Source: an optimization exercise on an open RTL-to-GDS flow (aim: small area and a short achievable clock period). Production flows keep margins and buffers that such runs may drop. Only simulation tests tie the RTL to the original design; equivalence was not proved. No activity file was given, so power comes from the tool's default toggle rates.

## flow/config.mk

```make
export PLATFORM = sky130hd
export DESIGN_NAME = LEGLiteSingle
export DESIGN_NICKNAME = LEGLiteSingle
export VERILOG_FILES = /design/flow/design.v
export SDC_FILE = /design/flow/constraint.sdc
export NUM_CORES = 4
export LEC_CHECK = 0
export CAP_MARGIN = 20
export CORE_MARGIN = 2
export CORE_UTILIZATION = 40
export SETUP_SLACK_MARGIN = 2.8
export SLEW_MARGIN = 20
export SYNTH_HIERARCHICAL = 1
```

## flow/constraint.sdc

```tcl
create_clock -name core_clock -period 10.0 [get_ports {clock}]
set_input_delay 2.0000 -clock core_clock [delete_from_list [all_inputs] [get_ports {clock}]]
set_output_delay 2.0000 -clock core_clock [all_outputs]
set_load 0.01 [all_outputs]
```

## flow/design.v

```verilog
module leg_decode(
	input  [15:0] idata,
	output [6:0]  sel1,      
	output [6:0]  sel2,      
	output [6:0]  we,        
	output        imm_b,     
	output        reg_b,     
	output        is_andi,
	output        not_andi,
	output        is_ld,
	output        is_st,
	output        is_cbz
	);
wire [3:0] op = idata[15:12];
wire [2:0] rd = idata[2:0];
wire [2:0] rn = idata[5:3];
wire [2:0] rm = idata[11:9];
wire is_add  = (op == 4'd0);
wire is_addi = (op == 4'd8);
assign is_ld   = (op == 4'd5);
assign is_st   = (op == 4'd6);
assign is_cbz  = (op == 4'd7);
assign is_andi = (op == 4'd9);
wire use_imm   = is_ld | is_st | is_addi | is_andi;
assign imm_b   = is_ld | is_st | is_addi;
assign not_andi = ~is_andi;
wire regwrite  = is_add | is_ld | is_addi | is_andi;
assign reg_b   = ~use_imm & ~is_cbz;
wire rt_port   = (op[3:1] == 3'b011);
genvar k;
generate
	for (k = 0; k < 7; k = k + 1) begin : g_sel
		assign sel1[k] = (rn == k);
		assign sel2[k] = rt_port ? (rd == k) : (rm == k);
		assign we[k]   = regwrite & (rd == k);
	end
endgenerate
endmodule
module leg_rd1(input [6:0] s, input [6:0] d, output y);
assign y = |(s & d);
endmodule
module leg_aoi22(input a1, input a2, input b1, input b2, output y);
assign y = ~((a1 & a2) | (b1 & b2));
endmodule
module leg_nand2(input a, input b, output y);
assign y = ~(a & b);
endmodule
module leg_nand4(input a, input b, input c, input d, output y);
assign y = ~(a & b & c & d);
endmodule
module leg_rd2(input [6:0] s, input [6:0] d, input imm, input imm_b, input reg_b, input a, input m, output y, output b);
wire n0, n1, n2, n3;
leg_aoi22 u_a0(.a1(s[0]), .a2(d[0]), .b1(s[1]), .b2(d[1]), .y(n0));
leg_aoi22 u_a1(.a1(s[2]), .a2(d[2]), .b1(s[3]), .b2(d[3]), .y(n1));
leg_aoi22 u_a2(.a1(s[4]), .a2(d[4]), .b1(s[5]), .b2(d[5]), .y(n2));
leg_nand2 u_a3(.a(s[6]), .b(d[6]), .y(n3));
leg_nand4 u_o(.a(n0), .b(n1), .c(n2), .d(n3), .y(y));
assign b = (imm_b & imm) | (reg_b & y) | (a & m);
endmodule
module leg_gn(input a, input b, input nandi, output gn);
assign gn = ~(a & b & nandi);
endmodule
module leg_tn(input a, input b, output tn);
assign tn = ~(a | b);
endmodule
module leg_x(input a, input b, output x);
assign x = a ^ b;
endmodule
module leg_blk_p(input gh, input ph, input gl, input pl, output gn, output pn);
assign gn = ~(gh | (ph & gl));
assign pn = ~(ph & pl);
endmodule
module leg_blk_n(input ghn, input phn, input gln, input pln, output g, output p);
assign g = ~(ghn & (phn | gln));
assign p = ~(phn | pln);
endmodule
module leg_gry_p(input gh, input ph, input gl, output gn);
assign gn = ~(gh | (ph & gl));
endmodule
module leg_gry_n(input ghn, input phn, input gln, output g);
assign g = ~(ghn & (phn | gln));
endmodule
module leg_inv(input a, output y);
assign y = ~a;
endmodule
module leg_sum_p(input x, input c, output y);
assign y = x ^ c;
endmodule
module leg_sum_n(input x, input cn, output y);
assign y = ~(x ^ cn);
endmodule
module leg_wmux(input ld, input nld, input d, input r, output y);
assign y = (ld & d) | (nld & r);
endmodule
module leg_zero(input [15:0] a, output z);
assign z = ~|a;
endmodule
module leg_pcnext(input [15:1] pc, input [5:0] imm, input taken, input reset, output [15:1] next);
wire [5:0] step = taken ? imm : 6'd1;
wire [6:0] lo = {1'b0, pc[6:1]} + {1'b0, step};
wire neg = taken & imm[5];
wire up = lo[6] & ~neg;
wire dn = ~lo[6] & neg;
wire [8:0] hi = pc[15:7];
wire [8:0] all1, all0, hin;
assign all1[0] = 1'b1;
assign all0[0] = 1'b1;
genvar k;
generate
	for (k = 1; k < 9; k = k + 1) begin : g_chain
		assign all1[k] = all1[k-1] & hi[k-1];
		assign all0[k] = all0[k-1] & ~hi[k-1];
	end
endgenerate
assign hin = hi ^ (({9{up}} & all1) | ({9{dn}} & all0));
assign next = reset ? 15'd0 : {hin, lo[5:0]};
endmodule
module leg_alu(input [15:0] ra, input [15:0] rb, input nandi, output [15:0] y);
wire G1, G2, P3, G4, P5, G6, P7, G8, P9, G10, P11, G12, P13, G14, P15, G16, P17, G18, P19, G20, P21, G22, P23, G24, P25, G26, P27, v28, G29, G30, G31, P32, G33, P34, G35, P36, G37, P38, G39, P40, G41, P42, G43, P44, G45, P46, G47, P48, G49, P50, G51, P52, G53, v54, G55, G56, G57, G58, P59, G60, P61, G62, P63, G64, P65, G66, P67, G68, P69, G70, P71, G72, G73, v74, G75, v76, G77, G78, G79, G80;
wire [15:0] gn, tn, x;
genvar i;
generate
	for (i = 0; i < 16; i = i + 1) begin : g_pg
		leg_gn u_gn(.a(ra[i]), .b(rb[i]), .nandi(nandi), .gn(gn[i]));
		leg_tn u_tn(.a(ra[i]), .b(rb[i]), .tn(tn[i]));
		leg_x u_x(.a(ra[i]), .b(rb[i]), .x(x[i]));
	end
endgenerate
leg_gry_n u_G1(.ghn(gn[1]), .phn(tn[1]), .gln(gn[0]), .g(G1));
leg_blk_n u_G2(.ghn(gn[2]), .phn(tn[2]), .gln(gn[1]), .pln(tn[1]), .g(G2), .p(P3));
leg_blk_n u_G4(.ghn(gn[3]), .phn(tn[3]), .gln(gn[2]), .pln(tn[2]), .g(G4), .p(P5));
leg_blk_n u_G6(.ghn(gn[4]), .phn(tn[4]), .gln(gn[3]), .pln(tn[3]), .g(G6), .p(P7));
leg_blk_n u_G8(.ghn(gn[5]), .phn(tn[5]), .gln(gn[4]), .pln(tn[4]), .g(G8), .p(P9));
leg_blk_n u_G10(.ghn(gn[6]), .phn(tn[6]), .gln(gn[5]), .pln(tn[5]), .g(G10), .p(P11));
leg_blk_n u_G12(.ghn(gn[7]), .phn(tn[7]), .gln(gn[6]), .pln(tn[6]), .g(G12), .p(P13));
leg_blk_n u_G14(.ghn(gn[8]), .phn(tn[8]), .gln(gn[7]), .pln(tn[7]), .g(G14), .p(P15));
leg_blk_n u_G16(.ghn(gn[9]), .phn(tn[9]), .gln(gn[8]), .pln(tn[8]), .g(G16), .p(P17));
leg_blk_n u_G18(.ghn(gn[10]), .phn(tn[10]), .gln(gn[9]), .pln(tn[9]), .g(G18), .p(P19));
leg_blk_n u_G20(.ghn(gn[11]), .phn(tn[11]), .gln(gn[10]), .pln(tn[10]), .g(G20), .p(P21));
leg_blk_n u_G22(.ghn(gn[12]), .phn(tn[12]), .gln(gn[11]), .pln(tn[11]), .g(G22), .p(P23));
leg_blk_n u_G24(.ghn(gn[13]), .phn(tn[13]), .gln(gn[12]), .pln(tn[12]), .g(G24), .p(P25));
leg_blk_n u_G26(.ghn(gn[14]), .phn(tn[14]), .gln(gn[13]), .pln(tn[13]), .g(G26), .p(P27));
leg_inv u_v28(.a(gn[0]), .y(v28));
leg_gry_p u_G29(.gh(G2), .ph(P3), .gl(v28), .gn(G29));
leg_gry_p u_G30(.gh(G4), .ph(P5), .gl(G1), .gn(G30));
leg_blk_p u_G31(.gh(G6), .ph(P7), .gl(G2), .pl(P3), .gn(G31), .pn(P32));
leg_blk_p u_G33(.gh(G8), .ph(P9), .gl(G4), .pl(P5), .gn(G33), .pn(P34));
leg_blk_p u_G35(.gh(G10), .ph(P11), .gl(G6), .pl(P7), .gn(G35), .pn(P36));
leg_blk_p u_G37(.gh(G12), .ph(P13), .gl(G8), .pl(P9), .gn(G37), .pn(P38));
leg_blk_p u_G39(.gh(G14), .ph(P15), .gl(G10), .pl(P11), .gn(G39), .pn(P40));
leg_blk_p u_G41(.gh(G16), .ph(P17), .gl(G12), .pl(P13), .gn(G41), .pn(P42));
leg_blk_p u_G43(.gh(G18), .ph(P19), .gl(G14), .pl(P15), .gn(G43), .pn(P44));
leg_blk_p u_G45(.gh(G20), .ph(P21), .gl(G16), .pl(P17), .gn(G45), .pn(P46));
leg_blk_p u_G47(.gh(G22), .ph(P23), .gl(G18), .pl(P19), .gn(G47), .pn(P48));
leg_blk_p u_G49(.gh(G24), .ph(P25), .gl(G20), .pl(P21), .gn(G49), .pn(P50));
leg_blk_p u_G51(.gh(G26), .ph(P27), .gl(G22), .pl(P23), .gn(G51), .pn(P52));
leg_gry_n u_G53(.ghn(G31), .phn(P32), .gln(gn[0]), .g(G53));
leg_inv u_v54(.a(G1), .y(v54));
leg_gry_n u_G55(.ghn(G33), .phn(P34), .gln(v54), .g(G55));
leg_gry_n u_G56(.ghn(G35), .phn(P36), .gln(G29), .g(G56));
leg_gry_n u_G57(.ghn(G37), .phn(P38), .gln(G30), .g(G57));
leg_blk_n u_G58(.ghn(G39), .phn(P40), .gln(G31), .pln(P32), .g(G58), .p(P59));
leg_blk_n u_G60(.ghn(G41), .phn(P42), .gln(G33), .pln(P34), .g(G60), .p(P61));
leg_blk_n u_G62(.ghn(G43), .phn(P44), .gln(G35), .pln(P36), .g(G62), .p(P63));
leg_blk_n u_G64(.ghn(G45), .phn(P46), .gln(G37), .pln(P38), .g(G64), .p(P65));
leg_blk_n u_G66(.ghn(G47), .phn(P48), .gln(G39), .pln(P40), .g(G66), .p(P67));
leg_blk_n u_G68(.ghn(G49), .phn(P50), .gln(G41), .pln(P42), .g(G68), .p(P69));
leg_blk_n u_G70(.ghn(G51), .phn(P52), .gln(G43), .pln(P44), .g(G70), .p(P71));
leg_gry_p u_G72(.gh(G58), .ph(P59), .gl(v28), .gn(G72));
leg_gry_p u_G73(.gh(G60), .ph(P61), .gl(G1), .gn(G73));
leg_inv u_v74(.a(G29), .y(v74));
leg_gry_p u_G75(.gh(G62), .ph(P63), .gl(v74), .gn(G75));
leg_inv u_v76(.a(G30), .y(v76));
leg_gry_p u_G77(.gh(G64), .ph(P65), .gl(v76), .gn(G77));
leg_gry_p u_G78(.gh(G66), .ph(P67), .gl(G53), .gn(G78));
leg_gry_p u_G79(.gh(G68), .ph(P69), .gl(G55), .gn(G79));
leg_gry_p u_G80(.gh(G70), .ph(P71), .gl(G56), .gn(G80));
assign y[0] = x[0];
leg_sum_n u_s1(.x(x[1]), .cn(gn[0]), .y(y[1]));
leg_sum_p u_s2(.x(x[2]), .c(G1), .y(y[2]));
leg_sum_n u_s3(.x(x[3]), .cn(G29), .y(y[3]));
leg_sum_n u_s4(.x(x[4]), .cn(G30), .y(y[4]));
leg_sum_p u_s5(.x(x[5]), .c(G53), .y(y[5]));
leg_sum_p u_s6(.x(x[6]), .c(G55), .y(y[6]));
leg_sum_p u_s7(.x(x[7]), .c(G56), .y(y[7]));
leg_sum_p u_s8(.x(x[8]), .c(G57), .y(y[8]));
leg_sum_n u_s9(.x(x[9]), .cn(G72), .y(y[9]));
leg_sum_n u_s10(.x(x[10]), .cn(G73), .y(y[10]));
leg_sum_n u_s11(.x(x[11]), .cn(G75), .y(y[11]));
leg_sum_n u_s12(.x(x[12]), .cn(G77), .y(y[12]));
leg_sum_n u_s13(.x(x[13]), .cn(G78), .y(y[13]));
leg_sum_n u_s14(.x(x[14]), .cn(G79), .y(y[14]));
leg_sum_n u_s15(.x(x[15]), .cn(G80), .y(y[15]));
endmodule
module LEGLiteSingle(
	output [15:0] iaddr,    
	output [15:0] daddr,    
	output        dwrite,   
	output        dread,    
	output [15:0] dwdata,   
	output [15:0] alu_out,  
	input         clock,
	input  [15:0] idata,    
	input  [15:0] ddata,    
	input         reset
	);
wire [6:0] sel1, sel2, we;
wire imm_b, reg_b, is_andi, not_andi, is_ld, is_st, is_cbz;
leg_decode u_dec(.idata(idata), .sel1(sel1), .sel2(sel2), .we(we), .imm_b(imm_b), .reg_b(reg_b),
	.is_andi(is_andi), .not_andi(not_andi), .is_ld(is_ld), .is_st(is_st), .is_cbz(is_cbz));
reg [15:0] r0, r1, r2, r3, r4, r5, r6;
wire [15:0] imm = {{10{idata[11]}}, idata[11:6]};
wire [5:0] m6 = {6{is_andi}} & ~idata[11:6];
wire [15:0] m = {{10{m6[5]}}, m6};
wire [15:0] rdata1, rdata2, opb, result, wdata;
wire not_ld = ~is_ld;
genvar i;
generate
	for (i = 0; i < 16; i = i + 1) begin : g_bit
		wire [6:0] d = {r6[i], r5[i], r4[i], r3[i], r2[i], r1[i], r0[i]};
		leg_rd1 u_rd1(.s(sel1), .d(d), .y(rdata1[i]));
		leg_rd2 u_rd2(.s(sel2), .d(d), .imm(imm[i]), .imm_b(imm_b), .reg_b(reg_b),
			.a(rdata1[i]), .m(m[i]), .y(rdata2[i]), .b(opb[i]));
		leg_wmux u_wm(.ld(is_ld), .nld(not_ld), .d(ddata[i]), .r(result[i]), .y(wdata[i]));
	end
endgenerate
leg_alu u_alu(.ra(rdata1), .rb(opb), .nandi(not_andi), .y(result));
assign alu_out = result;
assign daddr   = result;
assign dwdata  = rdata2;
assign dread   = is_ld;
assign dwrite  = is_st;
always @(posedge clock) begin
	if (we[0]) r0 <= wdata;
	if (we[1]) r1 <= wdata;
	if (we[2]) r2 <= wdata;
	if (we[3]) r3 <= wdata;
	if (we[4]) r4 <= wdata;
	if (we[5]) r5 <= wdata;
	if (we[6]) r6 <= wdata;
end
reg [15:1] pc;
wire zero;
wire [15:1] pc_next;
leg_zero u_zero(.a(rdata1), .z(zero));
leg_pcnext u_pc(.pc(pc), .imm(idata[11:6]), .taken(is_cbz & zero), .reset(reset), .next(pc_next));
always @(posedge clock) pc <= pc_next;
assign iaddr = {pc, 1'b0};
endmodule
```

## flow/flow/run.sh

```bash
#!/bin/bash
# The standard ORFS layout with these changes:
#  - port buffers are buf_1 instead of the delay cell buffer_ports picks;
#  - after floorplan, logic cells that synthesis upsized are set back to their
#    smallest size (flow/downsize.tcl), so that repair upsizes only what
#    timing needs;
#  - clock tree from clkbuf_4 in clusters at most 30 um across, without dummy loads.
# ORFS writes each step's log under orfs/logs/; make's own output goes to
# standard.log.
set -euo pipefail
HERE=$(pwd)
bash standard.sh \
  "BUFFER_PORTS_ARGS=-buffer_cell sky130_fd_sc_hd__buf_1" \
  "POST_FLOORPLAN_TCL=$HERE/flow/downsize.tcl" \
  "CTS_ARGS=-sink_clustering_enable -repair_clock_nets -buf_list sky130_fd_sc_hd__clkbuf_4 -dont_use_dummy_load -sink_clustering_max_diameter 30" \
  finish > standard.log 2>&1
```

## flow/flow/downsize.tcl

```tcl
# Resize every logic cell that synthesis upsized back to its smallest drive
# strength; later repair steps upsize only what timing needs.
set n_down 0
foreach inst [[ord::get_db_block] getInsts] {
  set m [[$inst getMaster] getName]
  if {[string match "*df*" $m] || [string match "*conb*" $m] || [string match "*tap*" $m]} { continue }
  if {![regexp {^(sky130_fd_sc_hd__[a-z0-9]+)_([0-9]+)$} $m -> base drive]} { continue }
  foreach d {0 1 2} {
    if {$d >= $drive} { break }
    set cand ${base}_$d
    set lc [get_lib_cells -quiet */$cand]
    if {$lc == ""} { continue }
    if {[get_property $lc dont_use]} { continue }
    replace_cell [$inst getName] $cand
    incr n_down
    break
  }
}
puts "downsize: $n_down cells downsized"
```

## flow/standard.sh

```bash
#!/bin/bash
# synth_recipe.tcl (not shown) runs the flow's synth.tcl, then flattens the netlist and writes it again
# the make line also repeats each setting of config.mk as NAME=value (left out here)
make -C /OpenROAD-flow-scripts/flow DESIGN_CONFIG=/design/flow/config.mk WORK_HOME=/design/flow/orfs CLKGATE_MAP_FILE= SYNTH_SCRIPT=/design/flow/synth_recipe.tcl "${@:-finish}"
```

==> impl_results.md, run 1 <==
- Initial Util: 0.4105
- Critical path arrival: between 5000 and 6000 ps
- Sequential element share of the synthesized area: 0.4934
- Die footprint: a little under 20,000 um2
- Worst Setup Start Kind: input pin
- Synth Instances: approximately 640
- Async SR Flop Fraction: 0
- Synthesized Nets: 683
- Die Y: 140.2 um
- 1st-iter DRT viols: around 880
- Vias in the first global route: 6,085
- Final Max Tran Viols: 0
- Largest net degree at the start of global routing: 21
- Residual DRC: 0
- Synth cell count leaders: edfxtp_1, nor2_1, a22oi_2
- Clk pin slew, worst setup/hold paths: ~100 ps
- Core area: roughly 18,000 um2
- IO Count: 100
- Relative slew slack: 0.4808
- Slew @ Worst Pin: around 780 ps
- Layout cells sized above 1: 0.1314
- Rows: 49
- FMAX: 141.6 MHz
- Synth warn: 7
- NumNets Final: between 800 and 900
- Skew final: 34.19 ps
- Post-synth EDFFs: about 110
- Hold_buf cts: 0
- TritonCTS Buffers: 17
- Setup total negative slack: 0 ps
- Maxcap violations: 0
- Vias post-DR: 6,278
- Area Overhead vs Synth: 8.662%
- Setup violators final: 0
- Max clock buf depth: 2
- Crit path max fanout: 13
- Clk root buf: clkbuf_4
- RSZ-0062 raised after global routing: no
- H-tree Lvls: 4
- Leak pwr: approximately 0.0029 uW
- CTS tree: built
- Via density: 6.341
- GPL Wtd Cong: 0.9873
- FILL cells: about 1,700
- Synth cell types: slightly below 60
- Final Hold Fails: 0
- Initial DRT Pass Iterations: 9
- Hold_ws: 566.5 ps
- Global-route wire length before repair: between 30,000 and 40,000 um
- Routed Antenna Nets: 0
- Clk latency of the worst-skew pair: between 500 and 600 ps
- Top FF cell, synth: edfxtp_1
- Top-area cell type share of the netlist area: 0.4530
- Count of state elements after synthesis: around 130
- Overflow after GRT: 0
- Antenna cell count: 0
- Die Wd: roughly 140 um
- Pwr/cell area: 160.6 nW/um2
- Hold crit path type: reg -> reg
- Synth area leaders: edfxtp_1, a22oi_2, a222oi_1, dfxtp_1, a22oi_1
- Synthesized area: 7425 um2
- Post-DP HPWL: roughly 15,000 um
- Peak supply drop: between 0.15 and 0.2 mV
- Fin crit period: between 7000 and 8000 ps
- Outcome: finished clean
- Synth Area per Inst: between 10 and 15 um2
- Initial antenna violation count: 0
- DRT Wirelength: 22,880 um
- Total GRT Usage: 0.2266
- Wire per inst: 23.11 um
- Period utilization: 0.7062
- Top-count cell post-synth: edfxtp_1
- Worst Setup End Kind: output port
- CTS Sinks: between 100 and 150
- I/O Buffers: slightly below 100
- Top cell type by total area after synthesis: edfxtp_1
- CP Class: in -> out
- CP Data Required Time: 8000 ps
logic make-up after synthesis:
group / count (synthesis) / synth area share
buffers and inverters: 53 / 0.03741
and+or+nand+nor: 211 / 0.1523
AOI/OAI and AO/OA: 197 / 0.2509
DFF: 127 / 0.4934
xor gates and xnor gates: 38 / 0.04483
other: 1 / 0.0005051
adders and majority gates: 10 / 0.01786
muxes: 2 / 0.002696
routing by layer:
metal | track usage | vias up | routed length [um]
li1 | - | 2783 | -
met1 | 0.2833 | 2991 | 9019
met2 | 0.3764 | 434 | 10870
met3 | 0.05299 | 70 | 2258
met4 | 0.09888 | 0 | 734
met5 | 0 | - | 0
power by group:
part	internal [uW]	switching, uW
registers	644	6.86
clock network	77.4	159
logic	131	278
total	852	444
layout make-up:
class / count / area (um2) / area share
inverters: 28 / 105.1 / 0.01303
clock buffers: 17 / 127.6 / 0.01582
multi-input cells: 459 / 3237 / 0.4012
well taps: 229 / 286.5 / 0.03551
repair buffers: 130 / 648.1 / 0.08034
flip-flops and latches: 127 / 3664 / 0.4541
stage by stage:
step / instance area, um2 / util / total power [uW] / worst slack, ps / instances
2_1_floorplan: 7497 / - / 967.7 / 2896 / 639
3_3_place_gp: 7686 / 0.4250 / 1032 / 2477 / 962
3_5_place_dp: 7686 / 0.4250 / 1038 / 2353 / 962
4_1_cts: 7896 / 0.4366 / 1275 / 2814 / 982
5_1_grt: 8068 / 0.4461 / 1352 / 2786 / 990
6_report: 8068 / 0.4461 / 1296 / 2938 / 990
repair_timing:
item | CTS | global route
pin swaps | 1 | 13
endpoints found under the setup margin | 24 | 22
resized for setup | 13 | 37
buffers inserted | 3 | 8
critical path, cell delays in order:
cell and delay, ps:
clkbuf_2 140, nand3b_1 170, buf_4 180, nand4b_1 160
o21ai_4 90, buf_12 160, buf_4 160, a22oi_1 160
nand4_1 200, a222oi_1 290, inv_1 140, nor2_1 200
nor2_1 100, a21oi_1 170, o21ai_0 100, a21oi_1 200
xnor2_1 230, buf_1 200
modules after synthesis, one instance, submodules excluded, a selection:
| module | cell area [um2] | cells inside |
|---|---|---|
| leg_sum_p | 8.758 | 1 |
| leg_decode | 386.6 | 57 |
| leg_zero | 33.78 | 5 |
| leg_nand4 | 6.256 | 1 |
| leg_rd1 | 30.03 | 4 |
| LEGLiteSingle | 3857 | 153 |
final timing paths:
path | startpoint | end | slack (ps) | cells past startpoint
setup reg to reg | r0[10] | pc[15] | 5190 | 18
hold / removal | pc[15] | pc[15] | 570 | 2
hold reg to reg | pc[15] | pc[15] | 570 | 2
setup / recovery | idata[15] | daddr[13] | 2940 | 18
sequential cells by signal, summed over array words and instances (netlist names):
register / count
pc: 15
r6: 16
r2: 16
r5: 16
r4: 16
r3: 16
r1: 16
r0: 16
placed cells by master, fill, tap and decap left out, types with 3 or more instances in the layout:
| cell type | count |
|---|---|
| xor2_1 | 24 |
| buf_1 | 85 |
| nand2b_1 | 6 |
| o21ai_0 | 23 |
| edfxtp_1 | 112 |
| and2_0 | 5 |
| a222oi_1 | 32 |
| nor2b_1 | 4 |
| nand3b_1 | 5 |
| nor4_1 | 4 |
| inv_1 | 28 |
| buf_6 | 3 |
| xnor2_2 | 4 |
| a21oi_2 | 6 |
| nand4b_1 | 3 |
| a22o_1 | 16 |
| nor3b_1 | 5 |
| nand4_1 | 19 |
| nor2_1 | 49 |
| nor3_1 | 8 |
| nor2_2 | 7 |
| nor3_2 | 3 |
| o21ai_1 | 5 |
| ha_1 | 9 |
| dfxtp_1 | 15 |
| nand2_1 | 35 |
| buf_2 | 3 |
| nand3_1 | 32 |
| xnor2_1 | 10 |
| o21a_1 | 3 |
| and2b_1 | 5 |
| buf_4 | 28 |
| a21oi_1 | 15 |
| nor3b_2 | 3 |
| clkbuf_4 | 17 |
| clkbuf_2 | 10 |
| a22oi_1 | 80 |
==> inputs of run 2 (changes only) <==
==> flow/flow/run.sh (replaced) <==
#!/bin/bash
# The standard ORFS layout with these changes:
#  - port buffers are buf_1 instead of the delay cell buffer_ports picks;
#  - after floorplan, logic cells that synthesis upsized are set back to their
#    smallest size (flow/downsize.tcl), so that repair upsizes only what
#    timing needs;
#  - clock tree from clkbuf_4 in clusters at most 30 um across, without dummy loads;
set -euo pipefail
HERE=$(pwd)
ARGS=(
  "BUFFER_PORTS_ARGS=-buffer_cell sky130_fd_sc_hd__buf_1"
  "POST_FLOORPLAN_TCL=$HERE/flow/downsize.tcl"
  "CTS_ARGS=-sink_clustering_enable -repair_clock_nets -buf_list sky130_fd_sc_hd__clkbuf_4 -dont_use_dummy_load -sink_clustering_max_diameter 30"
)
bash standard.sh "${ARGS[@]}" cts > standard_cts.log 2>&1
bash standard.sh "${ARGS[@]}" SETUP_SLACK_MARGIN=2.6 finish > standard_finish.log 2>&1
--- a/flow/config.mk
+++ b/flow/config.mk
@@ -8,6 +8,6 @@
 export CAP_MARGIN = 20
 export CORE_MARGIN = 2
 export CORE_UTILIZATION = 40
-export SETUP_SLACK_MARGIN = 2.8
+export SETUP_SLACK_MARGIN = 3
 export SLEW_MARGIN = 20
 export SYNTH_HIERARCHICAL = 1
==> run 2 against run 1 <==
Against the previous run:
- synthesized area is the same
- sequential share of layout area rose by 0.85 points
- clock skew up 2.0 ps
- power shrank 1.2%
- sequential power hardly changed
- combinational power fell by 5%
- critical path depth down 1
- synthesized cell count is the same
- cell area shrank 1.8%
- setup slack worse by 55 ps
- final cell count is 0.81% lower
==> impl_results.md, run 2 <==
- Worst Setup Start Kind: input pin
- Worst Setup End Kind: output port
- Synth Area per Inst: 11.62 um2 (unchanged)
- Synth warn: 7 (unchanged)
- Slew @ Worst Pin: 793.2 ps (+14.47 ps)
- Combinational fraction of design power: 0.305 (-0.010)
- DRT Wirelength: 22,880 um (about the same)
- 1st-iter DRT viols: 970 (+11%)
- Final non-filler cell area: 7920 um2 (-1.8%)
- Async SR Flop Fraction: 0 (unchanged)
- Die Y: 140.2 um (unchanged)
- Clk latency of the worst-skew pair: 560 ps (about the same)
- Crit path max fanout: 16 (+3)
- Synth cell types: 59 (unchanged)
- Final Max Tran Viols: 0 (unchanged)
- Complex-gate fraction of the synthesized area: 0.2509 (unchanged)
- Top-area cell type share of the netlist area: 0.4530 (unchanged)
- Synth cell count leaders: edfxtp_1, nor2_1, a22oi_2
- Critical path arrival: 5120 ps (+60 ps)
- Hold crit path type: reg -> reg
- Post-Synth Simple-Gate Area: 0.1523 (unchanged)
- CTS Sinks: 127 (unchanged)
- Rows: 49 (unchanged)
- CP Class: in -> out
- Synth Area in Adders: 0.01786 (unchanged)
- FMAX: 140.5 MHz (-0.77%)
- Psw: 438.6 uW (-1.1%)
- Vias post-DR: 6,289 (+0.18%)
- CP Data Required Time: 8000 ps (about the same)
- Pwr/cell area: 161.6 nW/um2 (+0.61%)
- Share of power burned in registers: 0.508 (+0.006)
- Relative slew slack: 0.4712 (-0.009648)
- Period utilization: 0.7117 (+0.005454)
- R2r worst-path depth: 18 (unchanged)
- Residual DRC: 0 (unchanged)
- RSZ-0062 raised after global routing: no
- Internal: 841.2 uW (-1.3%)
- Post-DP HPWL: 15,210 um (about the same)
- Placed cells: 963 (+0.10%)
- Clk pin slew, worst setup/hold paths: 90 ps (about the same)
- Pwr Total: 1280 uW (-1.2%)
- Post-synth EDFFs: 112 (unchanged)
- Worst r2r dst: pc[15]
- Final Hold Fails: 0 (unchanged)
- Layout cells sized above 1: 0.1036 (-0.02782)
- Fin crit period: 7117 ps (+54.54 ps)
- Via density: 6.404 (+0.99%)
- Top-count cell post-synth: edfxtp_1
- Largest family of logic cells by synthesized area: compound AO/OA/AOI/OAI gates
- FILL cells: 1,715 (+1.5%)
- Reg2Reg Launch Point: r0[1]
- Min-delay src: pc[15]
- Largest net degree at the start of global routing: 21 (unchanged)
- Hold Path Stages: 2 (unchanged)
- Top FF cell, synth: edfxtp_1
- Initial DRT Pass Iterations: 8 (-1)
- Sequential element share of the synthesized area: 0.4934 (unchanged)
- Top cell type by total area after synthesis: edfxtp_1
- I/O Buffers: 98 (unchanged)
- Synthesized area: 7425 um2 (unchanged)
- Setup violators final: 0 (unchanged)
- Total GRT Usage: 0.2344 (+0.007775)
- Clock share of power: 0.187 (+0.005)
- Maxcap violations: 0 (unchanged)
- Synthesized Nets: 683 (unchanged)
- Initial antenna violation count: 0 (unchanged)
- Antenna cell count: 0 (unchanged)
- Global-route wire length before repair: 35,100 um (+3.7%)
- GPL Wtd Cong: 0.9720 (-1.5%)
- IO Count: 100 (unchanged)
- Count of state elements after synthesis: 127 (unchanged)
- Commonest non-fill, non-tap cell in the layout: edfxtp_1
- Sw Ratio: 0.3427 (about the same)
- Area Overhead vs Synth: 6.673%
- Util after Layout: 0.4379 (-0.008163)
- Worst hold endpoint: pc[15]
- Hold_buf cts: 0 (unchanged)
- Setup total negative slack: 0 ps (unchanged)
- Layout Cells excl Fill: 982 (-0.81%)
- Die footprint: 19,670 um2 (unchanged)
- Wire per inst: 23.30 um (+0.82%)
- CTS tree: built
- TritonCTS Buffers: 17 (unchanged)
- Max clock buf depth: 2 (unchanged)
- Outcome: finished clean
- NumNets Final: 799 (-0.99%)
- Mux contribution to synthesized area: 0.002696 (unchanged)
- Synth area leaders: edfxtp_1, a22oi_2, a222oi_1, dfxtp_1, a22oi_1
- Initial Util: 0.4105 (unchanged)
- Overflow after GRT: 0 (unchanged)
- Leak pwr: 0.002776 uW (-2.7%)
- Routed Antenna Nets: 0 (unchanged)
- Reg2Reg Setup Slack: 5230 ps (+40 ps)
- XOR/XNOR Fraction of Synth Area: 0.04483 (unchanged)
- Vias in the first global route: 6,280 (+3.2%)
- Die Wd: 140.2 um (unchanged)
- Skew final: 36.20 ps (+2.009 ps)
- Core area: 18,090 um2 (unchanged)
- Clk root buf: clkbuf_4
- Peak supply drop: 0.1248 mV (-18%)
- Most frequent cells in the layout: edfxtp_1, buf_1, a22oi_1, nor2_1, nand2_1
- Synth Instances: 639 (unchanged)
- H-tree Lvls: 4 (unchanged)
- Area post-placement: 7687 um2 (about the same)
-- run 2: routing by layer --
metal	part of all wire	GRT usage	up-vias	routed length, um
li1	-	-	2768	-
met1	0.40	0.3010	3041	9182
met2	0.46	0.3813	397	10550
met3	0.099	0.05333	83	2268
met4	0.038	0.1015	0	880
met5	0	0	-	0
-- run 2: kinds of logic after synthesis --
| group | Yosys count |
|---|---|
| and+or+nand+nor | 211 |
| adders and majority gates | 10 |
| DFF | 127 |
| AOI/OAI and AO/OA | 197 |
| xor gates and xnor gates | 38 |
| buffers and inverters | 53 |
| muxes | 2 |
| other | 1 |
-- run 2: worst max-delay path, cell delays in order --
cell,delay [ps]
buf_2,150
nand3b_1,170
buf_4,180
nand3_1,100
o31ai_2,70
buf_4,230
a22oi_1,240
nand4_1,190
a222oi_1,250
inv_1,130
nor2_1,220
o21ai_0,190
a21oi_1,220
o21ai_1,140
a21oi_1,250
xnor2_2,190
buf_1,190
-- run 2: timing repair --
action,CTS,global route
endpoints found under the hold margin,0,0
resized for setup,35,0
endpoints found under the setup margin,28,0
setup buffers,2,0
-- run 2: worst max path at each step --
stage / startpoint / endpoint / slack [ps] / cells past startpoint
2_1_floorplan: idata[13] / daddr[15] / 3020 / 14
3_3_place_gp: idata[12] / alu_out[15] / 2410 / 13
3_5_place_dp: idata[3] / alu_out[14] / 2400 / 13
4_1_cts: idata[15] / alu_out[14] / 2980 / 17
5_1_grt: idata[15] / daddr[5] / 2670 / 16
6_report: idata[15] / alu_out[14] / 2880 / 17
-- run 2: power by group through the flow --
| stage | registers, uW | logic [uW] | clock network, uW |
|---|---|---|---|
| floorplan | 662 | 308 | 0 |
| global placement | 662 | 367 | 0 |
| detailed placement | 663 | 373 | 0 |
| CTS | 651 | 386 | 244 |
| global route | 652 | 423 | 262 |
| finish | 651 | 390 | 239 |
-- run 2: layout make-up --
cell class	instances	area, um2	area share
clock buffer	17	127.6	0.01611
inverter	28	105.1	0.01327
multi-input combinational	459	3177	0.4011
sequential	127	3664	0.4626
tap	229	286.5	0.03618
timing repair buffer	122	560.5	0.07077
-- run 2: per-module statistics from Yosys (local to each module, per instance), a selection --
| module | times used | cells inside | flops+latches |
|---|---|---|---|
| leg_nand4 | 16 | 1 | 0 |
| leg_rd2 | 16 | 2 | 0 |
| leg_blk_n | 20 | 2 | 0 |
| leg_sum_n | 10 | 1 | 0 |
| leg_sum_p | 5 | 1 | 0 |
| leg_alu | 1 | 1 | 0 |
| leg_rd1 | 16 | 4 | 0 |
| leg_gry_p | 9 | 1 | 0 |
| leg_aoi22 | 48 | 1 | 0 |
| LEGLiteSingle | 1 | 153 | 127 |
| leg_wmux | 16 | 1 | 0 |
| leg_inv | 4 | 1 | 0 |
| leg_blk_p | 11 | 2 | 0 |
| leg_gry_n | 5 | 1 | 0 |
| leg_nand2 | 16 | 1 | 0 |
-- run 2: stage by stage --
stage	hold slack (ps)	worst slack (ps)
after floorplan	564.3	3023
after global placement	531.0	2413
after detailed placement	539.7	2403
after CTS	553.1	2979
after global routing	583.0	2673
final	549.5	2883
==> inputs of run 3 (changes only) <==
--- a/flow/design.v
+++ b/flow/design.v
@@ -39,22 +39,8 @@
 module leg_rd1(input [6:0] s, input [6:0] d, output y);
 assign y = |(s & d);
 endmodule
-module leg_aoi22(input a1, input a2, input b1, input b2, output y);
-assign y = ~((a1 & a2) | (b1 & b2));
-endmodule
-module leg_nand2(input a, input b, output y);
-assign y = ~(a & b);
-endmodule
-module leg_nand4(input a, input b, input c, input d, output y);
-assign y = ~(a & b & c & d);
-endmodule
 module leg_rd2(input [6:0] s, input [6:0] d, input imm, input imm_b, input reg_b, input a, input m, output y, output b);
-wire n0, n1, n2, n3;
-leg_aoi22 u_a0(.a1(s[0]), .a2(d[0]), .b1(s[1]), .b2(d[1]), .y(n0));
-leg_aoi22 u_a1(.a1(s[2]), .a2(d[2]), .b1(s[3]), .b2(d[3]), .y(n1));
-leg_aoi22 u_a2(.a1(s[4]), .a2(d[4]), .b1(s[5]), .b2(d[5]), .y(n2));
-leg_nand2 u_a3(.a(s[6]), .b(d[6]), .y(n3));
-leg_nand4 u_o(.a(n0), .b(n1), .c(n2), .d(n3), .y(y));
+assign y = |(s & d);
 assign b = (imm_b & imm) | (reg_b & y) | (a & m);
 endmodule
 module leg_gn(input a, input b, input nandi, output gn);
==> run 3 against run 2 <==
Against the previous run:
- global-route usage shrank 0.37 points
- sequential power is essentially flat
- power shrank 0.30%
- cell area grew 0.87%
- die area shrank 3.1%
- synthesized cell count shrank 2.5%
- via count shrank 2.3%
- clock skew shrank 5.1 ps
==> impl_results.md, run 3 <==
- Share of power burned in registers: 0.510 (+0.002)
- Area of the multi-input gates: 3253 um2 (+2.4%)
- Layout cells sized above 1: 0.1142 (+0.01066)
- Setup total negative slack: 0 ps (unchanged)
- Outcome: finished clean
- Die Y: 138.0 um (-1.6%)
- Hold_buf cts: 0 (unchanged)
- Hold crit path type: reg -> reg
- Global-route wire length before repair: 33,820 um (-3.7%)
- Complex-gate fraction of the synthesized area: 0.2454 (-0.005542)
- FMAX: 142.2 MHz (+1.2%)
- Fin crit period: 7033 ps (-83.59 ps)
- Period utilization: 0.7033 (-0.008359)
- CP Class: in -> out
- Vias post-DR: 6,147 (-2.3%)
- Peak supply drop: 0.09291 mV (-26%)
- Synth warn: 7 (unchanged)
- Hold_ws: 548.2 ps (-1.302 ps)
- Mux contribution to synthesized area: 0.002786 (+0.00009016)
- Worst Setup End Kind: output port
- Vias in the first global route: 6,019 (-4.2%)
- Commonest non-fill, non-tap cell in the layout: edfxtp_1
- Area Overhead vs Synth: 11.20%
- RSZ-0062 raised after global routing: no
- H-tree Lvls: 4 (unchanged)
- Global routing usage on met1: 0.3035 (+0.002496)
- Synthesized area: 7184 um2 (-3.2%)
- Clock share of power: 0.179 (-0.008)
- Maxcap violations: 0 (unchanged)
- Combinational fraction of design power: 0.311 (+0.006)
- Critical path arrival: 5030 ps (-90 ps)
- Most Crowded Layer GR: met2
- Psw: 426.6 uW (-2.7%)
- Final setup margin: 2967 ps (+83.59 ps)
- Synth cell count leaders: edfxtp_1, a22oi_1, nor2_1
- Clk pin slew, worst setup/hold paths: 100 ps (about the same)
- Final Max Tran Viols: 0 (unchanged)
- Synth Instances: 623 (-2.5%)
- GPL Wtd Cong: 0.9228 (-5.1%)
- Wire per inst: 23.22 um (-0.35%)
- Initial DRT Pass Iterations: 10 (+2)
- Top FF cell, synth: edfxtp_1
- Sequential element share of the synthesized area: 0.5099 (+0.01650)
- 1st-iter DRT viols: 794 (-18%)
- Initial antenna violation count: 0 (unchanged)
- Overflow after GRT: 0 (unchanged)
- Die footprint: 19,050 um2 (-3.1%)
- Setup WS pre-CTS: 2244 ps (-158.3 ps)
- Clk latency of the worst-skew pair: 530 ps (-30 ps)
- Top cell type by total area after synthesis: edfxtp_1
- Setup violators final: 0 (unchanged)
- Max clock buf depth: 2 (unchanged)
- Synth Area in Adders: 0.01846 (+0.0005973)
- Reg area: 3664 um2 (unchanged)
- Post-synth EDFFs: 112 (unchanged)
- DRT Wirelength: 22,600 um (-1.3%)
- GR Layer Usage met3: 0.06062 (+0.007283)
- Rows: 49 (unchanged)
- TritonCTS Buffers: 17 (unchanged)
- Synthesized Nets: 667 (-2.3%)
- Final Hold Fails: 0 (unchanged)
- FILL cells: 1,698 (-0.99%)
- CP Data Required Time: 8000 ps (about the same)
- I/O Buffers: 98 (unchanged)
- Antenna cell count: 0 (unchanged)
- Worst Setup Start Kind: input pin
- Via density: 6.318 (-1.4%)
- Post-DP HPWL: 15,070 um (-0.92%)
- Pwr Total: 1276 uW (-0.30%)
- Skew final: 31.07 ps (-5.131 ps)
- Most frequent cells in the layout: edfxtp_1, buf_1, a22oi_1, nor2_1, nand3_1
- Crit path max fanout: 10 (-6)
- Residual DRC: 0 (unchanged)
- Slew @ Worst Pin: 808.3 ps (+15.07 ps)
- Post-Synth Simple-Gate Area: 0.1463 (-0.006052)
- Sw Ratio: 0.3343 (-0.008397)
- Clk root buf: clkbuf_4
- Relative slew slack: 0.4606 (-0.01064)
- Synth area leaders: edfxtp_1, a22oi_1, a222oi_1, dfxtp_1, a22o_1
- Total GRT Usage: 0.2306 (-0.003744)
- NumNets Final: 790 (-1.1%)
- Top-count cell post-synth: edfxtp_1
- Top-area cell type share of the netlist area: 0.4681 (+0.01515)
- CTS tree: built
- XOR/XNOR Fraction of Synth Area: 0.04633 (+0.001499)
- Routed Antenna Nets: 0 (unchanged)
- Async SR Flop Fraction: 0 (unchanged)
- Internal: 849.4 uW (+0.97%)
- Initial Util: 0.4041 (-0.006434)
- Largest family of logic cells by synthesized area: compound AO/OA/AOI/OAI gates
- Synth Area per Inst: 11.53 um2 (-0.75%)
- Core area: 17,780 um2 (-1.7%)
- Synth cell types: 58 (-1.7%)
- Leak pwr: 0.002863 uW (+3.1%)
- Count of state elements after synthesis: 127 (unchanged)
- Largest net degree at the start of global routing: 21 (unchanged)
- CTS Sinks: 127 (unchanged)
- Die Wd: 138.0 um (-1.6%)
- IO Count: 100 (unchanged)
- Met2 Use GR: 0.3658 (-0.01551)
- Pwr/cell area: 159.7 nW/um2 (-1.2%)
[run 3: power groups by stage]
| stage | clock (uW) | combinational (uW) | sequential, uW |
|---|---|---|---|
| 2_1_floorplan | 0 | 300 | 661 |
| 3_3_place_gp | 0 | 373 | 662 |
| 3_5_place_dp | 0 | 376 | 663 |
| 4_1_cts | 235 | 394 | 650 |
| 5_1_grt | 257 | 433 | 652 |
| 6_report | 229 | 397 | 651 |
[run 3: per-module statistics from Yosys (local to each module, per instance), a selection]
module	times used	flops+latches	cell area [um2]
leg_gry_n	5	0	5.005
leg_blk_n	20	0	12.51
leg_tn	14	0	3.754
leg_gry_p	9	0	8.758
leg_gn	15	0	5.005
leg_inv	4	0	3.754
leg_pcnext	1	0	631.9
leg_zero	1	0	33.78
leg_rd2	16	0	46.29
leg_x	16	0	8.758
[run 3: timing repair]
action                                  4_1_cts  5_1_grt
resized for setup                            31        0
setup buffers                                 7        0
endpoints found under the setup margin       28        0
hold endpoints to repair                      0        0
[run 3: worst paths after layout]
path	endpoint	slack [ps]	start	cells past startpoint
hold reg to reg	pc[15]	550	pc[15]	2
hold / removal	pc[15]	550	pc[15]	2
setup / recovery	alu_out[10]	2970	idata[15]	16
setup reg to reg	pc[15]	5150	r0[1]	18
[run 3: critical path, stage by stage]
cell	delay, ps
buf_2	140
nand3b_1	180
buf_4	190
nand4b_1	150
o21ai_4	140
buf_4	210
a222oi_1	330
nand3_1	200
a21o_1	250
nor2_1	190
o21ai_0	150
a21oi_1	170
o21ai_0	130
a21oi_2	190
xnor2_1	200
buf_2	200
[run 3: logic make-up after synthesis]
group | count (synthesis)
multiplexers | 2
AND/OR/NAND/NOR | 195
flip-flops | 127
adder cells (fa/ha/maj) | 10
AO/OA/AOI/OAI | 213
buffers and inverters | 37
XOR/XNOR | 38
other | 1
[run 3: layout make-up]
| class | count | area share |
|---|---|---|
| Inverter | 12 | 0.005638 |
| Clock buffer | 17 | 0.01597 |
| Tap cell | 229 | 0.03587 |
| Multi-Input combinational cell | 459 | 0.4072 |
| Sequential cell | 127 | 0.4586 |
| Timing Repair Buffer | 129 | 0.07674 |
[run 3: metal layers]
metal	vias up	wire length, um	part of all wire
met4	0	704	0.031
met2	363	10410	0.46
met1	2971	9099	0.40
met3	61	2382	0.11
met5	-	0	0
li1	2752	-	-
[run 3: per-stage QoR]
stage	cells	cell area, um2	utilization
3_5_place_dp	949	7706	0.4334
5_1_grt	973	7989	0.4493
3_3_place_gp	949	7706	0.4334
2_1_floorplan	623	7209	-
6_report	973	7989	0.4493
4_1_cts	973	7989	0.4493
==> inputs of run 4 (changes only) <==
--- a/flow/design.v
+++ b/flow/design.v
@@ -1,12 +1,18 @@
+module leg_immb(input [3:0] op, output y);    
+assign y = (op == 4'd5) | (op == 4'd6) | (op == 4'd8);
+endmodule
+module leg_regb(input [3:0] op, output y);    
+assign y = ~((op == 4'd5) | (op == 4'd6) | (op == 4'd7) | (op == 4'd8) | (op == 4'd9));
+endmodule
 module leg_decode(
 	input  [15:0] idata,
 	output [6:0]  sel1,      
-	output [6:0]  sel2,      
+	output [6:0]  selb,      
+	output [6:0]  selt,      
 	output [6:0]  we,        
 	output        imm_b,     
 	output        reg_b,     
 	output        is_andi,
-	output        not_andi,
 	output        is_ld,
 	output        is_st,
 	output        is_cbz
@@ -21,36 +27,48 @@
 assign is_st   = (op == 4'd6);
 assign is_cbz  = (op == 4'd7);
 assign is_andi = (op == 4'd9);
-wire use_imm   = is_ld | is_st | is_addi | is_andi;
-assign imm_b   = is_ld | is_st | is_addi;
-assign not_andi = ~is_andi;
+leg_immb u_immb(.op(op), .y(imm_b));
+leg_regb u_regb(.op(op), .y(reg_b));
 wire regwrite  = is_add | is_ld | is_addi | is_andi;
-assign reg_b   = ~use_imm & ~is_cbz;
-wire rt_port   = (op[3:1] == 3'b011);
 genvar k;
 generate
 	for (k = 0; k < 7; k = k + 1) begin : g_sel
 		assign sel1[k] = (rn == k);
-		assign sel2[k] = rt_port ? (rd == k) : (rm == k);
+		assign selb[k] = (rm == k);
+		assign selt[k] = (rd == k);
 		assign we[k]   = regwrite & (rd == k);
 	end
 endgenerate
 endmodule
-module leg_rd1(input [6:0] s, input [6:0] d, output y);
+module leg_rd(input [6:0] s, input [6:0] d, output y);
 assign y = |(s & d);
 endmodule
-module leg_rd2(input [6:0] s, input [6:0] d, input imm, input imm_b, input reg_b, input a, input m, output y, output b);
-assign y = |(s & d);
-assign b = (imm_b & imm) | (reg_b & y) | (a & m);
-endmodule
-module leg_gn(input a, input b, input nandi, output gn);
-assign gn = ~(a & b & nandi);
+module leg_aoi22(input a1, input a2, input b1, input b2, output y);
+assign y = ~((a1 & a2) | (b1 & b2));
+endmodule
+module leg_nand2(input a, input b, output y);
+assign y = ~(a & b);
+endmodule
+module leg_nand4(input a, input b, input c, input d, output y);
+assign y = ~(a & b & c & d);
+endmodule
+module leg_rdb(input [6:0] s, input [6:0] d, input reg_b, input imm, input imm_b, output y);
+wire n0, n1, n2, n3, r;
+leg_aoi22 u_a0(.a1(s[0]), .a2(d[0]), .b1(s[1]), .b2(d[1]), .y(n0));
+leg_aoi22 u_a1(.a1(s[2]), .a2(d[2]), .b1(s[3]), .b2(d[3]), .y(n1));
+leg_aoi22 u_a2(.a1(s[4]), .a2(d[4]), .b1(s[5]), .b2(d[5]), .y(n2));
+leg_nand2 u_a3(.a(s[6]), .b(d[6]), .y(n3));
+leg_nand4 u_o(.a(n0), .b(n1), .c(n2), .d(n3), .y(r));
+assign y = (r & reg_b) | (imm & imm_b);
+endmodule
+module leg_gn(input a, input b, output gn);
+assign gn = ~(a & b);
 endmodule
 module leg_tn(input a, input b, output tn);
 assign tn = ~(a | b);
 endmodule
-module leg_x(input a, input b, output x);
-assign x = a ^ b;
+module leg_x(input a, input b, input m, output x);
+assign x = a ^ (b | (a & m));
 endmodule
 module leg_blk_p(input gh, input ph, input gl, input pl, output gn, output pn);
 assign gn = ~(gh | (ph & gl));
@@ -75,8 +93,8 @@
 module leg_sum_n(input x, input cn, output y);
 assign y = ~(x ^ cn);
 endmodule
-module leg_wmux(input ld, input nld, input d, input r, output y);
-assign y = (ld & d) | (nld & r);
+module leg_wmux(input ld, input d, input r, output y);
+assign y = ld ? d : r;
 endmodule
 module leg_zero(input [15:0] a, output z);
 assign z = ~|a;
@@ -101,15 +119,15 @@
 assign hin = hi ^ (({9{up}} & all1) | ({9{dn}} & all0));
 assign next = reset ? 15'd0 : {hin, lo[5:0]};
 endmodule
-module leg_alu(input [15:0] ra, input [15:0] rb, input nandi, output [15:0] y);
+module leg_alu(input [15:0] ra, input [15:0] rb, input [15:0] m, output [15:0] y);
 wire G1, G2, P3, G4, P5, G6, P7, G8, P9, G10, P11, G12, P13, G14, P15, G16, P17, G18, P19, G20, P21, G22, P23, G24, P25, G26, P27, v28, G29, G30, G31, P32, G33, P34, G35, P36, G37, P38, G39, P40, G41, P42, G43, P44, G45, P46, G47, P48, G49, P50, G51, P52, G53, v54, G55, G56, G57, G58, P59, G60, P61, G62, P63, G64, P65, G66, P67, G68, P69, G70, P71, G72, G73, v74, G75, v76, G77, G78, G79, G80;
 wire [15:0] gn, tn, x;
 genvar i;
 generate
 	for (i = 0; i < 16; i = i + 1) begin : g_pg
-		leg_gn u_gn(.a(ra[i]), .b(rb[i]), .nandi(nandi), .gn(gn[i]));
+		leg_gn u_gn(.a(ra[i]), .b(rb[i]), .gn(gn[i]));
 		leg_tn u_tn(.a(ra[i]), .b(rb[i]), .tn(tn[i]));
-		leg_x u_x(.a(ra[i]), .b(rb[i]), .x(x[i]));
+		leg_x u_x(.a(ra[i]), .b(rb[i]), .m(m[i]), .x(x[i]));
 	end
 endgenerate
 leg_gry_n u_G1(.ghn(gn[1]), .phn(tn[1]), .gln(gn[0]), .g(G1));
@@ -190,30 +208,29 @@
 	input  [15:0] ddata,    
 	input         reset
 	);
-wire [6:0] sel1, sel2, we;
-wire imm_b, reg_b, is_andi, not_andi, is_ld, is_st, is_cbz;
-leg_decode u_dec(.idata(idata), .sel1(sel1), .sel2(sel2), .we(we), .imm_b(imm_b), .reg_b(reg_b),
-	.is_andi(is_andi), .not_andi(not_andi), .is_ld(is_ld), .is_st(is_st), .is_cbz(is_cbz));
+wire [6:0] sel1, selb, selt, we;
+wire imm_b, reg_b, is_andi, is_ld, is_st, is_cbz;
+leg_decode u_dec(.idata(idata), .sel1(sel1), .selb(selb), .selt(selt), .we(we), .imm_b(imm_b), .reg_b(reg_b),
+	.is_andi(is_andi), .is_ld(is_ld), .is_st(is_st), .is_cbz(is_cbz));
 reg [15:0] r0, r1, r2, r3, r4, r5, r6;
 wire [15:0] imm = {{10{idata[11]}}, idata[11:6]};
 wire [5:0] m6 = {6{is_andi}} & ~idata[11:6];
 wire [15:0] m = {{10{m6[5]}}, m6};
-wire [15:0] rdata1, rdata2, opb, result, wdata;
-wire not_ld = ~is_ld;
+wire [15:0] rdata1, rdatat, opb, result, wdata;
 genvar i;
 generate
 	for (i = 0; i < 16; i = i + 1) begin : g_bit
 		wire [6:0] d = {r6[i], r5[i], r4[i], r3[i], r2[i], r1[i], r0[i]};
-		leg_rd1 u_rd1(.s(sel1), .d(d), .y(rdata1[i]));
-		leg_rd2 u_rd2(.s(sel2), .d(d), .imm(imm[i]), .imm_b(imm_b), .reg_b(reg_b),
-			.a(rdata1[i]), .m(m[i]), .y(rdata2[i]), .b(opb[i]));
-		leg_wmux u_wm(.ld(is_ld), .nld(not_ld), .d(ddata[i]), .r(result[i]), .y(wdata[i]));
-	end
-endgenerate
-leg_alu u_alu(.ra(rdata1), .rb(opb), .nandi(not_andi), .y(result));
+		leg_rd u_rd1(.s(sel1), .d(d), .y(rdata1[i]));
+		leg_rdb u_rdb(.s(selb), .d(d), .reg_b(reg_b), .imm(imm[i]), .imm_b(imm_b), .y(opb[i]));
+		leg_rd u_rdt(.s(selt), .d(d), .y(rdatat[i]));
+		leg_wmux u_wm(.ld(is_ld), .d(ddata[i]), .r(result[i]), .y(wdata[i]));
+	end
+endgenerate
+leg_alu u_alu(.ra(rdata1), .rb(opb), .m(m), .y(result));
 assign alu_out = result;
 assign daddr   = result;
-assign dwdata  = rdata2;
+assign dwdata  = rdatat;
 assign dread   = is_ld;
 assign dwrite  = is_st;
 always @(posedge clock) begin
==> flow/flow/run.sh (replaced) <==
#!/bin/bash
# The standard ORFS layout with these changes:
#  - port buffers are buf_1 instead of the delay cell buffer_ports picks;
#  - after floorplan, logic cells that synthesis upsized are set back to their
#    smallest size (flow/downsize.tcl), so that repair upsizes only what
#    timing needs;
#  - clock tree from clkbuf_4 in clusters at most 20 um across, without dummy loads;
set -euo pipefail
HERE=$(pwd)
ARGS=(
  "BUFFER_PORTS_ARGS=-buffer_cell sky130_fd_sc_hd__buf_1"
  "POST_FLOORPLAN_TCL=$HERE/flow/downsize.tcl"
  "CTS_ARGS=-sink_clustering_enable -repair_clock_nets -buf_list sky130_fd_sc_hd__clkbuf_4 -dont_use_dummy_load -sink_clustering_max_diameter 20"
)
bash standard.sh "${ARGS[@]}" cts > standard_cts.log 2>&1
bash standard.sh "${ARGS[@]}" SETUP_SLACK_MARGIN=3.3 finish > standard_finish.log 2>&1
--- a/flow/config.mk
+++ b/flow/config.mk
@@ -8,6 +8,6 @@
 export CAP_MARGIN = 20
 export CORE_MARGIN = 2
 export CORE_UTILIZATION = 40
-export SETUP_SLACK_MARGIN = 3
+export SETUP_SLACK_MARGIN = 3.6
 export SLEW_MARGIN = 20
 export SYNTH_HIERARCHICAL = 1
==> run 4 against run 3 <==
Against the previous run:
- synthesized area grew 11%
- combinational power barely moved
- die area grew 11%
- non-clock buffer count up 2
- wire length increased by 14%
- clock power is 3% higher
- core utilization up 0.33 points
- clock skew increased by 17 ps
- highest routed layer unchanged
==> impl_results.md, run 4 <==
- Outcome: finished clean
- Pwr Total: 1275 uW (about the same)
- Layout cells sized above 1: 0.1785 (+0.06424)
- Area Overhead vs Synth: 10.69%
- Peak supply drop: 0.09708 mV (+4.5%)
- DRT Wirelength: 25,820 um (+14%)
- Top cell type by total area after synthesis: edfxtp_1
- NumNets Final: 864 (+9.4%)
- Clk pin slew, worst setup/hold paths: 90 ps (about the same)
- Count of state elements after synthesis: 127 (unchanged)
- Async SR Flop Fraction: 0 (unchanged)
- Wire per inst: 23.79 um (+2.5%)
- Synth cell types: 56 (-3.4%)
- Period utilization: 0.6512 (-0.05217)
- Global-route wire length before repair: 38,830 um (+15%)
- Die Wd: 145.3 um (+5.3%)
- Die footprint: 21,110 um2 (+11%)
- Vias post-DR: 6,858 (+12%)
- CP Data Required Time: 8000 ps (about the same)
- Rows: 51 (+4.1%)
- Synth warn: 7 (unchanged)
- Initial antenna violation count: 2 (+2)
- Die Y: 145.3 um (+5.3%)
- CP Class: in -> out
- Leak pwr: 0.002952 uW (+3.1%)
- Synth area leaders: edfxtp_1, a22oi_2, a22oi_1, a222oi_1, dfxtp_1
- H-tree Lvls: 4 (unchanged)
- Core area: 19,530 um2 (+9.8%)
- Area of the multi-input gates: 4014 um2 (+23%)
- CTS tree: built
- Top-area cell type share of the netlist area: 0.4212 (-0.04694)
- Maxcap violations: 0 (unchanged)
- Fin crit period: 6512 ps (-521.7 ps)
- Synth cell count leaders: edfxtp_1, a22oi_1, nor2_1
- CTS Sinks: 127 (unchanged)
- Hold_buf cts: 0 (unchanged)
- Commonest non-fill, non-tap cell in the layout: edfxtp_1
- Post-DP HPWL: 17,070 um (+13%)
- Post-synth EDFFs: 112 (unchanged)
- Setup violators final: 0 (unchanged)
- Top FF cell, synth: edfxtp_1
- IO Count: 100 (unchanged)
- Synthesized area: 7985 um2 (+11%)
- Relative slew slack: 0.2496 (-0.2110)
- FMAX: 153.6 MHz (+8.0%)
- Final setup margin: 3488 ps (+521.7 ps)
- Hold crit path type: reg -> reg
- Final Hold Fails: 0 (unchanged)
- Max clock buf depth: 2 (unchanged)
- Initial Util: 0.4089 (+0.004864)
- Largest net degree at the start of global routing: 19 (-9.5%)
- Final Max Tran Viols: 0 (unchanged)
- Residual DRC: 0 (unchanged)
- Slew @ Worst Pin: 1124 ps (+316.1 ps)
- Synthesized Nets: 737 (+10%)
- Worst Setup End Kind: output port
- Clk root buf: clkbuf_4
- Worst Setup Start Kind: input pin
- Clk latency of the worst-skew pair: 530 ps (about the same)
- Setup WS pre-CTS: 2561 ps (+316.7 ps)
- Top-count cell post-synth: edfxtp_1
- Pwr/cell area: 144.3 nW/um2 (-9.6%)
- Critical path arrival: 4510 ps (-520 ps)
- Routed Antenna Nets: 0 (unchanged)
- TritonCTS Buffers: 17 (unchanged)
- Synth Area per Inst: 11.52 um2 (about the same)
- Overflow after GRT: 0 (unchanged)
- I/O Buffers: 98 (unchanged)
- Setup total negative slack: 0 ps (unchanged)
- Initial DRT Pass Iterations: 8 (-2)
- RSZ-0062 raised after global routing: no
- Total GRT Usage: 0.2404 (+0.009787)
- FILL cells: 1,854 (+9.2%)
- Most frequent cells in the layout: edfxtp_1, a22oi_1, buf_1, nand2_1, nor2_1
- Via density: 6.321 (about the same)
- Reg area: 3664 um2 (unchanged)
- Synth Instances: 693 (+11%)
- GPL Wtd Cong: 0.9221 (about the same)
- Vias in the first global route: 6,653 (+11%)
- Crit path max fanout: 8 (-2)
- 1st-iter DRT viols: 908 (+14%)
- Sequential element share of the synthesized area: 0.4588 (-0.05114)
- Skew final: 47.92 ps (+16.84 ps)
[run 4: cell count changes in the layout (fill, tap and decap cells not counted), moves of 17 or more]
cell,change
a22oi_1,+47
nand2_1,+28
nor2_1,-23
nand3_1,-21
xor2_1,-19
nor2_2,+18
nand2b_1,+17
[run 4: area by class of cell]
class | instances | share of cell area
multi-input cells | 533 | 0.4541
flip-flops and latches | 127 | 0.4145
repair buffers | 131 | 0.07460
well taps | 265 | 0.03751
clock buffers | 17 | 0.01444
inverters | 10 | 0.004247
diodes | 2 | 0.0005663
[run 4: routing by layer]
metal,vias to the layer above,wire (um),track usage
li1,3057,-,-
met1,3235,10380,0.3108
met2,464,11550,0.3751
met3,102,2472,0.05597
met4,0,1403,0.1270
met5,-,0,0
[run 4: stage by stage]
step                hold slack (ps)  instance area [um2]  std cells    util
floorplan                     564.3                 8050        693       -
global placement              535.8                 8248       1050  0.4224
detailed placement            547.6                 8260       1050  0.4230
CTS                           559.5                 8828       1083  0.4521
global route                  594.7                 8838       1085  0.4526
finish                        547.4                 8838       1085  0.4526
[run 4: kinds of logic after synthesis]
kind of cell,count (synthesis),share of synthesized area
buffers and inverters,33,0.02460
muxes,34,0.05265
xor gates and xnor gates,22,0.02413
adders and majority gates,10,0.01661
other,1,0.0004696
and+or+nand+nor,244,0.1652
DFF,127,0.4588
AOI/OAI and AO/OA,222,0.2576
[run 4: timing repair]
item                       in CTS  in global routing
setup endpoints to repair      33                  0
buffers inserted               14                  0
resized for setup             110                  0
[run 4: worst paths after layout]
check,start,to,slack [ps],cells past startpoint
worst max-delay path,idata[11],alu_out[9],3490,14
worst min-delay path,pc[15],pc[15],550,2
worst max register to register,r0[5],pc[15],5330,18
worst min register to register,pc[15],pc[15],550,2
[run 4: worst max-delay path: stages]
cell and delay, ps:
buf_4 110, buf_8 140, nor3b_4 320, buf_6 210, a22oi_1 100, nand4_1 200
a22o_1 260, nor2_2 70, nor2_1 190, nand2_1 150, nor2_1 170, a21oi_2 90
xnor2_2 290, buf_2 200
[run 4: per-module statistics from Yosys (local to each module, per instance), excerpt]
module | copies in the design | flops+latches
LEGLiteSingle | 1 | 127
leg_alu | 1 | 0
leg_aoi22 | 48 | 0
leg_blk_p | 11 | 0
leg_decode | 1 | 0
leg_gry_n | 5 | 0
leg_immb | 1 | 0
leg_inv | 4 | 0
leg_nand2 | 16 | 0
leg_nand4 | 16 | 0
leg_rd | 32 | 0
leg_rdb | 16 | 0
leg_sum_n | 10 | 0
leg_sum_p | 5 | 0
leg_tn | 14 | 0
leg_x | 16 | 0
[run 4: power breakdown]
| part | leakage [uW] | internal [uW] | switching, uW |
|---|---|---|---|
| Sequential | 0.00114 | 632 | 9.01 |
| Clock | 0.0000782 | 77.6 | 157 |
| Combinational | 0.00174 | 132 | 267 |

## afterwards: timing with drivers on the ports
In the flow no input, the clock included, has a driving cell. The finished layouts below were timed again as built, in two steps. Step 1 assumes that a clkbuf_16 drives the clock port and a buf_2 every other input. Step 2 moves the port delays by t, midway between the first and last clock arrival at a register: inputs arrive t later, outputs are due t later. That takes back most of the time a late clock gives input paths. a / b / c = ideal / step 1 / step 2; a / b = the first two.
run	shift t [ns]	setup WS [ns]	worst setup path at the end
run 1	0.565	2.938 / 2.913 / 2.913	input to output
run 2	0.573	2.883 / 2.862 / 2.862	input to output
run 3	0.554	2.967 / 2.946 / 2.946	input to output
run 4	0.550	3.488 / 3.463 / 3.135	input to register
After both steps every run listed still meets setup and hold. For run 4, which loses most, drivers alone change the setup slack by -0.025 ns; drivers and shift together by -0.353 ns.
